This is an optimization exercise on Yosys and OpenROAD, whose aim is small area, not a production implementation. No functional check of the RTL was part of this run. Power and IR drop assume default switching activity.

--- flow/design.v ---
module ExtendMUX(
	 input[23:0] in,
	 input[1:0] ImmSrc,
	 output reg[31:0] ExtImm
	 );
	integer i;
	always @ (*)
	begin
		case(ImmSrc)
		2'b00:  
		begin
			ExtImm[7:0] = in[7:0];
			for(i=8;i<32;i=i+1)
				ExtImm[i] = in[7];
		end
		2'b01: 
		begin
			ExtImm[11:0] = in[11:0];
			for(i=12;i<32;i=i+1)
				ExtImm[i] = 'b0;
		end
		2'b10:  
		begin
			ExtImm[1:0] = 2'b00;
			ExtImm[25:2] = in[23:0];
			for(i=26;i<32;i=i+1)
				ExtImm[i] = in[23];
		end
		default:
			ExtImm = 'h00000000;
		endcase
	end
endmodule
module RegisterFile(
	input clk,
	input reset,
	input we,
	input RegSrcW,
	input[1:0] RegSrc,
	input[3:0] addr1,
	input[3:0] addr2,
	input[3:0] addr3,
	input[3:0] waddr,
	input[31:0] wdata,
	input[31:0] pcin,
	output reg[31:0] data1,
	output reg[31:0] data2,
	output reg[31:0] data3,
	output[31:0] pcout
	);
	reg[31:0] registers[15:0];
	integer idx;
	assign pcout = registers[15] + 32'd4;
	always @ (negedge clk)
	begin
		if (reset)
		begin
			for(idx=0; idx<=15; idx=idx+1) begin
				registers[idx] <= 'h00000000;
			end
		end
		else
		  begin
			if(we)
					registers[waddr] <= wdata;
		    if (RegSrcW == 1'b1) registers[15] <= pcin;
			else if (waddr != 4'b1111)
			    registers[15] <= pcin;	
		end
	end
	always @ (posedge clk)
	begin
		if (reset)
		begin
			data1 <= 'h00000000;
			data2 <= 'h00000000;
		end
		else
	    begin
			if (addr1 == 15) begin
				data1 <= registers[15] +32'd8;
			end
			else begin
				if(RegSrc[0] != 1'b1)
					data1 <= registers[addr1];
				else
					data1 <= registers[15] + 32'd8;
			end
			if (addr2 == 15) begin
				data2 <= registers[15] + 32'd8;
			end
			else
			begin
					data2 <= registers[addr2];
			end
			if (addr3 == 15) begin
				data3 <= registers[15] + 32'd8;
			end
			else begin
				data3 <= registers[addr3];
			end
		end
	end
endmodule
module armreduced(
	input clk,
	input reset,
	output[31:0] pc,
	input[31:0] inst,
	input nIRQ,
	output[3:0] be,
	output[31:0] memaddr,
	output memwrite,
	output memread,
	output[31:0] writedata,
	input[31:0] readdata
	);
	wire PCSrcD, PCSrcE, PCSrcM, PCSrcW;
	wire RegWriteD, RegWriteE, RegWriteM, RegWriteW;
	wire MemtoRegD, MemtoRegE, MemtoRegM, MemtoRegW;
	wire MemWriteD, MemWriteE, MemWriteM;
	wire [3:0] ALUControlD, ALUControlE;
	wire BranchD, BranchE, BranchTakenE;
	wire ALUSrcD, ALUSrcE;
	wire FlagWriteD, FlagWriteE;
	wire [1:0] ImmSrcD;
	wire [1:0] RegSrcD;
	wire [3:0] condE;
	wire condEx;
	wire [3:0] NZCV, FlagsE;
	wire newPCSrcE, newRegWriteE, newMemWriteE;
	wire [3:0] ALUFlags;
	wire InvalidRegD, InvalidRegE;
	wire StallF, StallD;
	wire FlushD, FlushE;
	wire FlushCtrlD;
	wire [1:0] ForwardAE, ForwardBE;
	wire[31:0] PCPlus4F, PCBranch;
	wire[31:0] NextPC;
	wire [31:0] PCF;
	wire [31:0] ResultW;
	assign be = 4'b1111;
	assign PCBranch = ALUResultE;
	assign NextPC = (BranchTakenE == 1'b1) ? PCBranch : (PCSrcW == 1'b1) ? ResultW : PCPlus4F;
	RegisterWBIF _RegisterWBIF(.clk(clk), .en(~StallF), .PC(NextPC), .PCF(PCF), .reset(reset));
	wire [31:0] instF;
	wire [31:0] instD;
	assign pc = PCF;
	assign PCPlus4F = PCF + 32'd4;
	RegisterIFID _RegisterIFID(.instF(inst), .clk(clk), .clr(FlushD), .en(~StallD), .instD(instD), .reset(reset));
	wire [1:0] OpcodeD;
	wire [3:0] ReadAddr1, ReadAddr2, WriteAddr, WA3D;
	wire [31:0] ReadData1, ReadData2, ReadData3;
	assign OpcodeD = instD[27:26];
	assign ReadAddr1 = instD[19:16];
	assign ReadAddr2 = (RegSrcD[1] == 1'b0) ? instD[3:0] : instD[15:12];
	assign WA3D = instD[15:12];
	ctrlSig _ctrlSig(.op(OpcodeD), .funct(instD[25:20]), .ALUOp(ALUControlD), .ImmSrc(ImmSrcD), .RegSrc(RegSrcD),  
		.PCSrc(PCSrcD), .RegWrite(RegWriteD), .MemWrite(MemWriteD), .MemtoReg(MemtoRegD), 
		.ALUSrc(ALUSrcD), .Svalue(FlagWriteD), .Branch(BranchD), .InvalidReg(InvalidRegD));
	wire newPCSrcD;
	assign newPCSrcD = (instD[15:12] == 4'b1111 && instD[24:21] == 4'b1101) ? 1'b1 : 1'b0;
	wire[31:0] pcoutD, pcoutE, pcoutM, pcoutW;	
	RegisterFile _RegisterFile(.clk(clk), .reset(reset), .we(RegWriteW), .RegSrcW(RegSrcW), .RegSrc(RegSrcD), 
		.addr1(ReadAddr1), .addr2(ReadAddr2), .addr3(WA3D), .waddr(WA3W), .wdata(ResultW), .pcin(PCF), 
		.data1(ReadData1), .data2(ReadData2), .data3(ReadData3), .pcout(pcoutD));
    wire IsReadAddr1_ValidD; 
    wire IsReadAddr2_ValidD;  
    assign IsReadAddr1_ValidD = ((instD[25:21] == 4'b1101 && OpcodeD == 2'b00) || BranchD)?  1'b0 : 1'b1;
    assign IsReadAddr2_ValidD = ( RegSrcD[1] == 1'b0 || (OpcodeD == 2'b01 && instD[20] == 1'b1 ) || (instD[25:21] ==4'b1101 &&
    OpcodeD == 2'b00)) ? 1'b1 : 1'b0;
	wire [31:0] ExtImmD;
	ExtendMUX _ExtendMUX(.in(instD[23:0]), .ImmSrc(ImmSrcD), .ExtImm(ExtImmD));
    wire RegSrcE;
	wire [1:0] OpcodeE;
    wire [3:0] ReadAddr1E, ReadAddr2E;
    wire [31:0] ReadData1E, ReadData2E;
    wire [3:0] WA3E, newWA3E;
    wire [31:0] ExtImmE;
	RegisterIDEXE _RegisterIDEXE(.ReadAddr1D(ReadAddr1), .ReadAddr2D(ReadAddr2), .OpcodeD(OpcodeD),
		.PCSrcD(newPCSrcD), .RegWriteD(RegWriteD), .MemtoRegD(MemtoRegD), .MemWriteD(MemWriteD),
        .ALUControlD(ALUControlD),.BranchD(BranchD),.ALUSrcD(ALUSrcD),.FlagWriteD(FlagWriteD),
		.CondD(instD[31:28]),.FlagsD(NZCV), .RegSrcD(RegSrcD[0]),
		.ReadData1D(ReadData1), .ReadData2D(ReadData2), .WriteAddress3D(WA3D),
		.ExtImmD(ExtImmD), .IsReadAddr1_ValidD(IsReadAddr1_ValidD), .IsReadAddr2_ValidD(IsReadAddr2_ValidD),
		.pcoutD(pcoutD), .clk(clk), .clr(FlushE), .reset(reset), .flushCtrlSig(FlushCtrlD),
        .ReadAddr1E(ReadAddr1E), .ReadAddr2E(ReadAddr2E), .OpcodeE(OpcodeE),
		.PCSrcE(PCSrcE),.RegWriteE(RegWriteE), .MemtoRegE(MemtoRegE),.MemWriteE(MemWriteE),
		.ALUControlE(ALUControlE),.BranchE(BranchE),.ALUSrcE(ALUSrcE), .FlagWriteE(FlagWriteE),
		.condE(condE),.FlagsE(FlagsE), .RegSrcE(RegSrcE),
		.ReadData1E(ReadData1E),.ReadData2E(ReadData2E),.WriteAddress3E(WA3E),
		.ExtImmE(ExtImmE), .IsReadAddr1_ValidE(IsReadAddr1_ValidE), .IsReadAddr2_ValidE(IsReadAddr2_ValidE), .pcoutE(pcoutE)
    );
	wire [31:0] WriteDataE, ALUResultE;
    wire [31:0] SrcAE,SrcBE; 
    wire IsReadAddr1_ValidE, IsReadAddr2_ValidE;
    assign  newWA3E = (BranchTakenE) ? 4'd14 : WA3E;
    assign SrcAE = (ForwardAE == 2'b00) ? ReadData1E : (ForwardAE == 2'b01) ? ResultW : ALUOutM;
    assign WriteDataE = (ForwardBE == 2'b00) ? ReadData2E :(ForwardBE == 2'b01) ? ResultW : ALUOutM;
    assign SrcBE = (ALUSrcE == 1'b0) ? WriteDataE : ExtImmE;
    ALU32bit _ALU32bit (.SrcA(SrcAE), .SrcB(SrcBE), .ALUOp(ALUControlE), .ALUResult(ALUResultE), .ALUFlags(ALUFlags));
	conditionUnit _conditionUnit(.FlagWriteE(FlagWriteE), .condE(condE), .FlagsE(FlagsE), .ALUFlags(ALUFlags), 
		.NZCV(NZCV), .condEx(condEx));
	assign BranchTakenE = BranchE & condEx;
    assign newPCSrcE = PCSrcE & condEx;
    assign newRegWriteE = RegWriteE & condEx;
    assign newMemWriteE = MemWriteE & condEx;
	wire [3:0] WA3M;
    wire [31:0] WriteDataM;
    wire [31:0] ALUOutM;
    wire RegSrcM;
    wire BranchTakenM, BranchTakenW;
    RegisterEXEMEM _RegisterEXEMEM(
		.PCSrcE(newPCSrcE),.RegWriteE(newRegWriteE),.MemtoRegE(MemtoRegE),.MemWriteE(newMemWriteE),
        .clk(clk), .reset(reset),
		.ALUResultE(ALUResultE),.WriteDataE(WriteDataE),.WA3E(newWA3E), .RegSrcE(RegSrcE), .pcoutE(pcoutE), .BranchTakenE(BranchTakenE), 
        .PCSrcM(PCSrcM), .RegWriteM(RegWriteM), .MemtoRegM(MemtoRegM), .MemWriteM(MemWriteM), 
        .WriteDataM(WriteDataM),.ALUOutM(ALUOutM), .WA3M(WA3M), .RegSrcM(RegSrcM), .pcoutM(pcoutM), .BranchTakenM(BranchTakenM));
	assign memaddr = ALUOutM;
    assign memread = 1'b1;  
    assign memwrite = MemWriteM;
    assign writedata = WriteDataM;
	wire [31:0] ReadDataW, ALUOutW;
	wire [3:0] WA3W;
	wire RegSrcW;
	RegisterMEMWB _RegisterMEMWB(
		.clk(clk),
		.reset(reset),
		.PCSrcM(PCSrcM),
		.RegWriteM(RegWriteM),
		.MemtoRegM(MemtoRegM),
		.ALUOutM(ALUOutM),
		.ReadDataM(readdata),
		.WA3M(WA3M),
		.RegSrcM(RegSrcM),
		.pcoutM(pcoutM),
		.BranchTakenM(BranchTakenM),
		.PCSrcW(PCSrcW),
		.RegWriteW(RegWriteW),
		.MemtoRegW(MemtoRegW),
		.ReadDataW(ReadDataW),
		.ALUOutW(ALUOutW),
		.WA3W(WA3W),
		.RegSrcW(RegSrcW),
		.pcoutW(pcoutW),
		.BranchTakenW(BranchTakenW));
	assign ResultW = (BranchTakenW) ? pcoutW : (MemtoRegW == 1'b1) ? ReadDataW : ALUOutW;
	StallforControlHazard _StallforControlHazard(.newPCSrcE(newPCSrcE), .PCSrcM(PCSrcM), .PCSrcW(PCSrcW), 
	 .BranchTakenE(BranchTakenE), .FlushD(FlushD), .FlushE(FlushE));
    StallforDataHazard _StallforDataHazard(
		.ReadRegister1(ReadAddr1), .ReadRegister2(ReadAddr2),.WriteRegisterE(WA3E),
		.OpcodeE(OpcodeE), .RegWriteE(RegWriteE), .BranchTakenE(BranchTakenE),
		.StallF(StallF),.StallD(StallD),.FlushCtrlD(FlushCtrlD), .IsReadAddr1_ValidE(IsReadAddr1_ValidE),
		.WriteRegisterW(WA3W), .RegWriteW(RegWriteW));
	ForwardforDataHazard _ForwardforDataHazard(
    	.ReadAddr1E(ReadAddr1E), .ReadAddr2E(ReadAddr2E),
		.WriteAddrM(WA3M),.regWriteM(RegWriteM),
    	.WriteAddrW(WA3W), .regWriteW(RegWriteW), 
		.ForwardAE(ForwardAE), .ForwardBE(ForwardBE),
		.IsReadAddr1_ValidE(IsReadAddr1_ValidE), 
        .IsReadAddr2_ValidE(IsReadAddr2_ValidE) 
		);
endmodule
module RegisterIFID(
    input [31:0] instF,
    input clk,
    input clr,
    input en,
    input reset,
    output reg [31:0] instD
);
    always @(negedge clk) begin
        if (clr)
            instD <= 32'd0;
        else if (reset)
            instD <= 32'd0;
        else if (en)
            instD <= instF;
        else 
            instD <= instD;
    end
endmodule
module RegisterIDEXE(
    input [3:0]ReadAddr1D,
    input [3:0]ReadAddr2D,
    input [1:0]OpcodeD,
    input PCSrcD,
    input RegWriteD,
    input MemtoRegD,
    input MemWriteD,
    input [3:0] ALUControlD,
    input BranchD,
    input ALUSrcD,
    input FlagWriteD,
    input [3:0] CondD,
    input [3:0] FlagsD,
    input RegSrcD,
    input [31:0] ReadData1D,
    input [31:0] ReadData2D,
    input [3:0] WriteAddress3D,
    input [31:0] ExtImmD,
    input flushCtrlSig,
    input InvalidRegD,
    input IsReadAddr1_ValidD,
    input IsReadAddr2_ValidD,
    input [31:0]pcoutD,
    input clk,
    input clr,
    input reset,
    output reg [3:0] ReadAddr1E,
    output reg [3:0] ReadAddr2E,
    output reg [1:0] OpcodeE,
    output reg PCSrcE,
    output reg RegWriteE,
    output reg MemtoRegE,
    output reg MemWriteE,
    output reg [3:0] ALUControlE,
    output reg BranchE,
    output reg ALUSrcE,
    output reg FlagWriteE,
    output reg [3:0] condE,
    output reg [3:0] FlagsE,
    output reg RegSrcE,
    output reg [31:0] ReadData1E,
    output reg [31:0] ReadData2E,
    output reg [3:0] WriteAddress3E,
    output reg [31:0] ExtImmE,
    output reg InvalidRegE,
    output reg IsReadAddr1_ValidE,
    output reg IsReadAddr2_ValidE,
    output reg [31:0] pcoutE
);
    always @(negedge clk) begin
        if (clr) begin
            ReadAddr1E <= 4'b0;
            ReadAddr2E <= 4'b0;
            OpcodeE <= 2'b0;
            PCSrcE <= 1'b0;
            RegWriteE <= 1'b0;
            MemtoRegE <= 1'b0;
            MemWriteE <= 1'b0;
            ALUControlE <= 4'b0000;
            BranchE <= 1'b0;
            ALUSrcE <= 1'b0;
            FlagWriteE <= 1'b0;
            condE <= 4'b0;
            RegSrcE <= 1'b0;
            ReadData1E <= 32'b0;
            ReadData2E <= 32'b0;
            WriteAddress3E <= 4'b0;
            ExtImmE <= 32'b0;
            InvalidRegE <= 1'b0;
            IsReadAddr1_ValidE <= 1'b0; 
            IsReadAddr2_ValidE <= 1'b0;
            pcoutE <= 32'b0;
            FlagsE <= 4'b0000;
        end
        else if (reset) begin
            ReadAddr1E <= 4'b0;
            ReadAddr2E <= 4'b0;
            OpcodeE <= 2'b0;
            PCSrcE <= 1'b0;
            RegWriteE <= 1'b0;
            MemtoRegE <= 1'b0;
            MemWriteE <= 1'b0;
            ALUControlE <= 4'b0000;
            BranchE <= 1'b0;
            ALUSrcE <= 1'b0;
            FlagWriteE <= 1'b0;
            condE <= 4'b0;
            RegSrcE <= 1'b0;
            FlagsE <= 4'b0;
            ReadData1E <= 32'b0;
            ReadData2E <= 32'b0;
            WriteAddress3E <= 4'b0;
            ExtImmE <= 32'b0;
            InvalidRegE <= 1'b0;
            IsReadAddr1_ValidE <= 1'b0; 
            IsReadAddr2_ValidE <= 1'b0;
            pcoutE <= 32'b0;
            FlagsE <= 4'b0000;
		end
        else begin
            if (flushCtrlSig == 1'b1) begin
                PCSrcE <= 1'b0;
                RegWriteE <= 1'b0;
                MemtoRegE <= 1'b0;
                MemWriteE <= 1'b0;
                ALUControlE <= 4'b0000;
                BranchE <= 1'b0;
                ALUSrcE <= 1'b0;
                FlagWriteE <= 1'b0;
                condE <= 4'b0;     
                RegSrcE <= 1'b0;
                InvalidRegE <= 1'b0;   
                IsReadAddr1_ValidE <= 1'b0; 
                IsReadAddr2_ValidE <= 1'b0;
            end
            else begin
                PCSrcE <= PCSrcD;
                RegWriteE <= RegWriteD;
                MemtoRegE <= MemtoRegD;
                MemWriteE <= MemWriteD;
                ALUControlE <= ALUControlD;
                BranchE <= BranchD;
                ALUSrcE <= ALUSrcD;
                FlagWriteE <= FlagWriteD;
                condE <= CondD;
                RegSrcE <= RegSrcD;
                InvalidRegE <= InvalidRegD;
                IsReadAddr1_ValidE <= IsReadAddr1_ValidD; 
                IsReadAddr2_ValidE <= IsReadAddr2_ValidD; 
            end
            ReadAddr1E <= ReadAddr1D;
            ReadAddr2E <= ReadAddr2D;
            OpcodeE <= OpcodeD;
            ReadData1E <= ReadData1D;
            ReadData2E <= ReadData2D;
            WriteAddress3E <= WriteAddress3D;
            ExtImmE <= ExtImmD;
            pcoutE <= pcoutD;
            FlagsE <= FlagsD;
        end
    end
endmodule
module RegisterEXEMEM(
   input PCSrcE,
   input RegWriteE,
   input MemtoRegE,
   input MemWriteE,
   input clk,
   input reset,
   input [31:0] ALUResultE,
   input [31:0] WriteDataE,
   input [3:0] WA3E,
   input RegSrcE,
   input [31:0]pcoutE,
   input BranchTakenE,
   output reg PCSrcM,
   output reg RegWriteM,
   output reg MemtoRegM,
   output reg MemWriteM,
   output reg [3:0] WA3M,
   output reg [31:0] WriteDataM,
   output reg [31:0] ALUOutM,
   output reg RegSrcM,
   output reg [31:0]pcoutM,
   output reg BranchTakenM
   );
   always @ (negedge clk) begin
      if (reset) begin
            PCSrcM <= 1'b0;
            RegWriteM <= 1'b0;
            MemtoRegM <= 1'b0;
            MemWriteM <= 1'b0;
            WA3M <= 4'b0;
            ALUOutM <= 32'b0;
            WriteDataM <= 32'b0;
            RegSrcM <= 1'b0;
            pcoutM <= 32'b0;
            BranchTakenM <= 1'b0;
      end
      else
            PCSrcM <= PCSrcE;
            RegWriteM <= RegWriteE;
            MemtoRegM <= MemtoRegE;
            MemWriteM <= MemWriteE;
            WA3M <= WA3E;
            ALUOutM <= ALUResultE;
            WriteDataM <= WriteDataE;
            RegSrcM <= RegSrcE;
            pcoutM <= pcoutE;
            BranchTakenM <= BranchTakenE;
      end
endmodule
module RegisterMEMWB(
   input clk,
   input reset,
   input PCSrcM,
   input RegWriteM,
   input MemtoRegM,
   input [31:0] ALUOutM,
   input [31:0] ReadDataM,
   input [3:0] WA3M,
   input RegSrcM,
   input [31:0]pcoutM,
   input BranchTakenM,
   output reg PCSrcW,
   output reg RegWriteW,
   output reg MemtoRegW,
   output reg [31:0]ReadDataW,
   output reg [31:0] ALUOutW,
   output reg [3:0] WA3W,
   output reg RegSrcW,
   output reg [31:0]pcoutW,
   output reg BranchTakenW
);
 always @ (negedge clk) begin
      if (reset) begin
            PCSrcW <= 1'b0;
            RegWriteW <= 1'b0;
            MemtoRegW <= 1'b0;
            ReadDataW <= 32'b0;
            ALUOutW <= 32'b0;
            WA3W <= 4'b0;
            RegSrcW <= 1'b0;
            pcoutW <= 32'b0;
            BranchTakenW <= 1'b0;
      end
      else
           PCSrcW <= PCSrcM;
           RegWriteW <= RegWriteM;
           MemtoRegW <= MemtoRegM;
           ReadDataW <= ReadDataM;
           ALUOutW <= ALUOutM;
           WA3W <= WA3M;
           RegSrcW <= RegSrcM;
           pcoutW <= pcoutM;
           BranchTakenW <= BranchTakenM;
      end
endmodule
module RegisterWBIF(
    input clk,
    input en,
    input [31:0] PC,
    input reset,
    output reg [31:0] PCF
);
    always @(negedge clk) begin
		if (reset)
			PCF <= 'h00000000;
        else if (en)
            PCF <= PC;
        else
            PCF <= PCF;
    end
endmodule
module StallforControlHazard(
    input newPCSrcE,
    input PCSrcM,
    input PCSrcW,
    input BranchTakenE,
    output reg FlushD,
    output reg FlushE
);
  always @(*) begin
    if (BranchTakenE == 1'b1) begin
       FlushD = 1'b1;
       FlushE = 1'b1;
    end
    else if (newPCSrcE == 1'b1 || PCSrcM == 1'b1 || PCSrcW == 1'b1) begin
       FlushD = 1'b1;
       FlushE = 1'b1;
    end
    else begin
       FlushD = 1'b0;
       FlushE = 1'b0;
    end
  end
endmodule
module StallforDataHazard(
    input [3:0] ReadRegister1,
    input [3:0] ReadRegister2,
    input [3:0] WriteRegisterE,
    input [3:0] WriteRegisterW,
    input [1:0] OpcodeE,
    input RegWriteE,
    input RegWriteW,
    input BranchTakenE,
    input IsReadAddr1_ValidE,
    output reg StallF,
    output reg StallD,
    output reg FlushCtrlD
);
    always @(*) begin
        if (RegWriteE == 1'b1 && OpcodeE == 2'b01 && (WriteRegisterE == ReadRegister1 || WriteRegisterE == ReadRegister2
    )) begin  
                StallF = 1;  
                StallD = 1;
                FlushCtrlD = 1;
          end
        else if (BranchTakenE == 1'b0 && RegWriteW == 1'b1 && (WriteRegisterW == ReadRegister1 || WriteRegisterW == ReadRegister2))
           begin StallF = 1; StallD = 1; FlushCtrlD = 1;
           end
        else begin
            StallF = 0;
            StallD = 0;
            FlushCtrlD = 0;
        end
    end
endmodule
module ForwardforDataHazard(
    input [3:0] ReadAddr1E,
    input [3:0] ReadAddr2E,
    input InvalidRegE,  
    input [3:0] WriteAddrM,
    input regWriteM,
    input [3:0] WriteAddrW,
    input regWriteW,
    input IsReadAddr1_ValidE, 
    input IsReadAddr2_ValidE, 
    output reg [1:0] ForwardAE,
    output reg [1:0] ForwardBE
);
    wire match1EM;
    wire match1EW;
    wire match2EM;
    wire match2EW;
    assign match1EM = (ReadAddr1E == WriteAddrM) ? 1'b1 : 1'b0;
    assign match1EW = (ReadAddr1E == WriteAddrW) ? 1'b1 : 1'b0;
    assign match2EM = (ReadAddr2E == WriteAddrM) ? 1'b1 : 1'b0;
    assign match2EW = (ReadAddr2E == WriteAddrW) ? 1'b1 : 1'b0;
    always @(*) begin
        begin
            if (match1EM && regWriteM)
                ForwardAE = 2'b10;
            else if (match1EW && regWriteW)
                ForwardAE = 2'b01;
            else
                ForwardAE = 2'b00;
        end
        begin
            if (match2EM && regWriteM)
                ForwardBE = 2'b10;
            else if (match2EW && regWriteW)
                ForwardBE = 2'b01;
            else
                ForwardBE = 2'b00;
        end
    end
endmodule
module ctrlSig(
	input [1:0] op,
	input [5:0] funct,
	output reg [3:0] ALUOp,
	output reg [1:0] ImmSrc,
	output reg [1:0] RegSrc,
	output reg PCSrc,
	output reg RegWrite,
	output reg MemWrite,
	output reg MemtoReg,
	output reg ALUSrc,
	output reg Svalue,
	output reg Branch,
	output reg InvalidReg
	);
	wire [3:0] cmd = funct[4:1];
	wire cmpOnly = (cmd[3:2] == 2'b10);
	always @ (*)
	begin
		ALUOp = 4'b0100;
		ImmSrc = 2'b00;
		RegSrc = 2'b00;
		PCSrc = 1'b0;
		RegWrite = 1'b0;
		MemWrite = 1'b0;
		MemtoReg = 1'b0;
		ALUSrc = 1'b0;
		Svalue = 1'b0;
		Branch = 1'b0;
		InvalidReg = 1'b0;
		case(op)
		2'b00:  
		begin
			ALUOp = cmd;
			ImmSrc = 2'b00;
			ALUSrc = funct[5];
			RegWrite = ~cmpOnly;
			Svalue = funct[0] | cmpOnly;
		end
		2'b01:  
		begin
			ALUOp = funct[3] ? 4'b0100 : 4'b0010;
			ImmSrc = 2'b01;
			ALUSrc = 1'b1;
			RegWrite = funct[0];
			MemtoReg = funct[0];
			MemWrite = ~funct[0];
			RegSrc = {~funct[0], 1'b0};
		end
		2'b10:  
		begin
			ALUOp = 4'b0100;
			ImmSrc = 2'b10;
			ALUSrc = 1'b1;
			RegSrc = 2'b01;
			Branch = 1'b1;
			RegWrite = funct[4];
		end
		default: ;
		endcase
	end
endmodule
module ALU32bit(
	input [31:0] SrcA,
	input [31:0] SrcB,
	input [3:0] ALUOp,
	output reg [31:0] ALUResult,
	output [3:0] ALUFlags
	);
	reg [32:0] sum;
	reg arith;
	reg [31:0] opA, opB;
	always @ (*)
	begin
		arith = 1'b0;
		opA = SrcA;
		opB = SrcB;
		sum = 33'd0;
		case(ALUOp)
		4'b0000, 4'b1000: ALUResult = SrcA & SrcB;        
		4'b0001, 4'b1001: ALUResult = SrcA ^ SrcB;        
		4'b0010, 4'b0110, 4'b1010:                        
		begin
			arith = 1'b1;
			opB = ~SrcB;
			sum = {1'b0, SrcA} + {1'b0, ~SrcB} + 33'd1;
			ALUResult = sum[31:0];
		end
		4'b0011, 4'b0111:                                 
		begin
			arith = 1'b1;
			opA = SrcB;
			opB = ~SrcA;
			sum = {1'b0, SrcB} + {1'b0, ~SrcA} + 33'd1;
			ALUResult = sum[31:0];
		end
		4'b0100, 4'b0101, 4'b1011:                        
		begin
			arith = 1'b1;
			sum = {1'b0, SrcA} + {1'b0, SrcB};
			ALUResult = sum[31:0];
		end
		4'b1100: ALUResult = SrcA | SrcB;                 
		4'b1101: ALUResult = SrcB;                        
		4'b1110: ALUResult = SrcA & ~SrcB;                
		default: ALUResult = ~SrcB;                       
		endcase
	end
	assign ALUFlags[3] = ALUResult[31];
	assign ALUFlags[2] = (ALUResult == 32'd0);
	assign ALUFlags[1] = arith & sum[32];
	assign ALUFlags[0] = arith & (opA[31] == opB[31]) & (ALUResult[31] != opA[31]);
endmodule
module conditionUnit(
	input FlagWriteE,
	input [3:0] condE,
	input [3:0] FlagsE,
	input [3:0] ALUFlags,
	output [3:0] NZCV,
	output reg condEx
	);
	wire N = FlagsE[3];
	wire Z = FlagsE[2];
	wire C = FlagsE[1];
	wire V = FlagsE[0];
	always @ (*)
	begin
		case(condE)
		4'b0000: condEx = Z;                  
		4'b0001: condEx = ~Z;                 
		4'b0010: condEx = C;                  
		4'b0011: condEx = ~C;                 
		4'b0100: condEx = N;                  
		4'b0101: condEx = ~N;                 
		4'b0110: condEx = V;                  
		4'b0111: condEx = ~V;                 
		4'b1000: condEx = C & ~Z;             
		4'b1001: condEx = ~C | Z;             
		4'b1010: condEx = (N == V);           
		4'b1011: condEx = (N != V);           
		4'b1100: condEx = ~Z & (N == V);      
		4'b1101: condEx = Z | (N != V);       
		default: condEx = 1'b1;               
		endcase
	end
	assign NZCV = (FlagWriteE & condEx) ? ALUFlags : FlagsE;
endmodule
--- flow/constraint.sdc ---
create_clock -name core_clock -period 20.0 [get_ports {clk}]
set_input_delay 4.0000 -clock core_clock [delete_from_list [all_inputs] [get_ports {clk}]]
set_output_delay 4.0000 -clock core_clock [all_outputs]
set_load 0.01 [all_outputs]
--- flow/run.sh ---
#!/bin/bash
# synth_recipe.tcl (not shown) runs the flow's synth.tcl, then flattens the netlist and writes it again
# the make line also repeats each setting of config.mk as NAME=value (left out here)
make -C /OpenROAD-flow-scripts/flow DESIGN_CONFIG=/design/flow/config.mk WORK_HOME=/design/flow/orfs CLKGATE_MAP_FILE= SYNTH_SCRIPT=/design/flow/synth_recipe.tcl finish
--- flow/config.mk ---
export PLATFORM = sky130hd
export DESIGN_NAME = armreduced
export DESIGN_NICKNAME = armreduced
export VERILOG_FILES = /design/flow/design.v
export SDC_FILE = /design/flow/constraint.sdc
export NUM_CORES = 4
export LEC_CHECK = 0
export CAP_MARGIN = 20
export CORE_MARGIN = 2
export CORE_UTILIZATION = 40
export SLEW_MARGIN = 20
==> flow_summary.yaml <==
sta:
  finalSetupViolCount: 0
  rsz0062_at_grt: "false"
  relSlewSlack: 0.209
  hold-worst-slack_ns: 0.309
  finClkSkew_ns: 0.0409
  worst_pin_slew_ns: 1.18
  drv_slew: 0
  fin_tns_setup_ns: 0
  hold_viol_final: 0
  fin_ws_ns: 3.21
cells_and_area:
  ff_latch_area_sq_mm: 0.0254
  mostFrequentLayoutCell: "inv_1"
  layout_common_cells: "inv_1 (1085), nand2_1 (792), nor2_1 (788)"
  final_nets: 6608
  drive_gt1_frac: 0.0975
  multiInputGateArea_sq_mm: 0.0256
  fin_area_sq_mm: 0.0636
  final_util: 0.483
  syn_to_final_growth_pct: 19.9
  nFillCells: 12300
clock_network:
  insertion_delay_ns: 0.74
  htree_num_levels: 3
  clk_pin_slew_worst_paths_ns: 0.05
  cts_tree: "built"
  cts_root_buf: "clkbuf_16"
  ctsResizeCount: 0
  postCtsHoldBufs: 0
  postCtsSetupBuffers: 0
  clock_sink_count: 1010
  cts_buffer_depth: 3
  cts-buffers-inserted: 110
critical_path:
  critPathMaxStageDelay_ns: 1.14
  path_depth: 5
  reg2regPathDepth: 15
  cp_cell_sequence: "buf_4 > nor2b_1 > nor3b_1 > nand3_2 > nand2b_2"
  critPathRequiredTime_ns: 10.33
  crit_type: "input port to flip-flop"
  critPathCaptureType: "flip-flop"
  arrival_ns: 7.13
  cp-start-kind: "input port"
  cp_slowest_cell: "nand2b_2"
  crit_fanout: 39
  path_buf_inv: 1
  critPathTopFamily: "simple AND/OR/NAND/NOR gates"
detailed_routing:
  drcViolationCount: 0
  detail-route-antenna-nets: 0
  drtPass1Iterations: 6
  drt-wirelength-per-cell_microns: 24.9
  wl_microns: 205000
  via_per_inst: 5.83
  via_count: 48000
  drtIter0Drc: 5386
global_route:
  grt_max_degree: 154
  grtUsageTotal: 0.294
  grt_first_pass_wirelength_microns: 299000
  grt_overflow_total: 0
  antenna_found_initial: 8
  grt_pass1_vias: 47300
logic_synthesis:
  synth_top_family_by_area: "simple AND/OR/NAND/NOR gates"
  syn_inst: 5502
  ys_seq_area_frac: 0.478
  synth-edff-count: 512
  ys.flop_type: "edfxtp_1"
  synthMuxAreaShare: 0.0956
  synth-xor-area-share: 0.0211
  synth_simple_gate_area_frac: 0.185
  synth-async-reset-ratio: 0
  synthDistinctLibCells: 112
  yosys_warnings: 13
  ys_ff_latch: 1010
  synthesis.area_sq_mm: 0.0531
  avgSynthCellArea_sq_um: 9.64
  synth_compound_area_frac: 0.141
  synth_fa_ha_area_frac: 0.0353
floorplan:
  core.rowCount: 133
  start_util: 0.403
  design.die.area_sq_mm: 0.136
  ios: 169
  dieHeight_microns: 368
  die_w_microns: 368
  core_sq_mm: 0.132
pwr:
  switching_share: 0.376
  switchingPower_mw: 2.59
  peakVddDrop_uv: 89.3
  intPower_mw: 4.30
  total_leakage_power_nw: 26.7
  combinationalPowerShare: 0.219
  p_seq_frac: 0.356
  power_density_mw_per_mm2: 108
  clock_power_share: 0.425
placement:
  place_ws_ns: 2.51
  placement.io_buffers: 162
  dpl.hpwl_microns: 138000
  place.gp.congestion: 0.993
  placed_cell_area_sq_mm: 0.0562
outcome:
  status: "no timing/DRC/antenna violations"
run:
  max_cap_viol_count: 0
hold_path:
  holdCritPathClass: "flip-flop to flip-flop"
  min_path_cells: 0
## state kept, by name, summed over array words and instances (netlist names), 26 cells and up, named ones only
signal / flops
_RegisterMEMWB.ReadDataW: 32
_RegisterFile.registers: 512
_RegisterIDEXE.pcoutE: 32
_RegisterFile.data2: 32
_RegisterIDEXE.ReadData1E: 32
_RegisterFile.data1: 32
_RegisterWBIF.PCF: 32
_RegisterIDEXE.ExtImmE: 26
_RegisterIFID.instD: 32
_RegisterMEMWB.ALUOutW: 32
_RegisterEXEMEM.WriteDataM: 32
_RegisterEXEMEM.ALUOutM: 32
_RegisterMEMWB.pcoutW: 32
_RegisterIDEXE.ReadData2E: 32
_RegisterEXEMEM.pcoutM: 32
## cell usage after synthesis (all sizes together) (10+ instances only)
library cell / instances / area [sq um]
a221oi: 32 / 299
a311oi: 73 / 658
xor2: 37 / 324
a211o: 12 / 105
nor4: 23 / 171
o22ai: 22 / 138
o21ai: 254 / 1310
o21bai: 20 / 154
or3: 19 / 124
nand2b: 39 / 244
edfxtp: 512 / 15400
a2111oi: 14 / 156
and3: 74 / 463
nand4: 32 / 200
inv: 139 / 524
o211ai: 53 / 398
nor3: 100 / 500
a31oi: 69 / 465
nor2b: 34 / 213
mux2: 26 / 297
mux2i: 80 / 856
a21oi: 254 / 1300
a211oi: 121 / 938
o31ai: 26 / 200
ha: 145 / 1810
a22oi: 11 / 82.6
and2: 92 / 576
buf: 100 / 527
nand2: 793 / 2980
nor2: 795 / 2990
o21a: 19 / 143
xnor2: 91 / 797
a221o: 10 / 100
nand3: 208 / 1040
mux4: 174 / 3920
dfxtp: 498 / 9970
o221ai: 20 / 181
clkbuf: 343 / 1290
## through the flow
| stage | power (mW) | cells |
|---|---|---|
| floorplan | 3.59 | 5506 |
| global placement | 4.21 | 7090 |
| detailed placement | 4.21 | 7091 |
| CTS | 6.89 | 8239 |
| global route | 7.25 | 8239 |
| finish | 6.89 | 8241 |
## cell families (layout without fill, tap and decap cells)
kind of cell / Yosys count / after routing
and+or+nand+nor: 2251 / 2251
AOI/OAI and AO/OA: 1099 / 1099
DFF: 1010 / 1010
buffers and inverters: 585 / 1563
muxes: 280 / 280
adders and majority gates: 148 / 148
xor gates and xnor gates: 128 / 128
other: 1 / 7
## routing by layer
layer / GRT usage / wire length, microns / vias to the layer above
met5: 0 / 26 / -
met4: 0.188 / 11800 / 4
met3: 0.0658 / 18600 / 510
met2: 0.460 / 94500 / 2569
met1: 0.368 / 80400 / 23500
li1: - / - / 21500
## layout make-up
type / count / area share
tap: 1755 / 0.0345
antenna: 2 / 0.0000787
inverter: 141 / 0.00836
sequential: 1010 / 0.399
multi-input combinational: 3911 / 0.403
clock inverter: 1034 / 0.0717
timing repair buffer: 273 / 0.0393
clock buffer: 115 / 0.0444
## power by group through the flow
stage	Clock [mW]	Sequential [mW]	Combinational [mW]
finish	2.93	2.45	1.51
global route	3.20	2.46	1.58
CTS	2.98	2.45	1.46
detailed placement	0.282	2.48	1.46
global placement	0.282	2.47	1.45
floorplan	0.282	2.42	0.888
## final timing paths
| check | to | start | slack, ns |
|---|---|---|---|
| worst max-delay path | _RegisterFile.registers[12][27] | reset | 3.21 |
| worst min-delay path | _RegisterMEMWB.pcoutW[25] | _RegisterEXEMEM.pcoutM[25] | 0.31 |
| worst max register to register | _RegisterFile.data2[25] | _RegisterIFID.instD[27] | 5.47 |
| worst min register to register | _RegisterMEMWB.pcoutW[25] | _RegisterEXEMEM.pcoutM[25] | 0.31 |
## worst register-to-register path, delay by kind of cell, from the launching register on
family,cells,cell delay [ns]
buffers and inverters,5,1.83
multiplexers,1,0.31
AO/OA/AOI/OAI,4,1.04
adder cells (fa/ha/maj),1,0.33
flip-flops,1,0.34
AND/OR/NAND/NOR,4,0.58
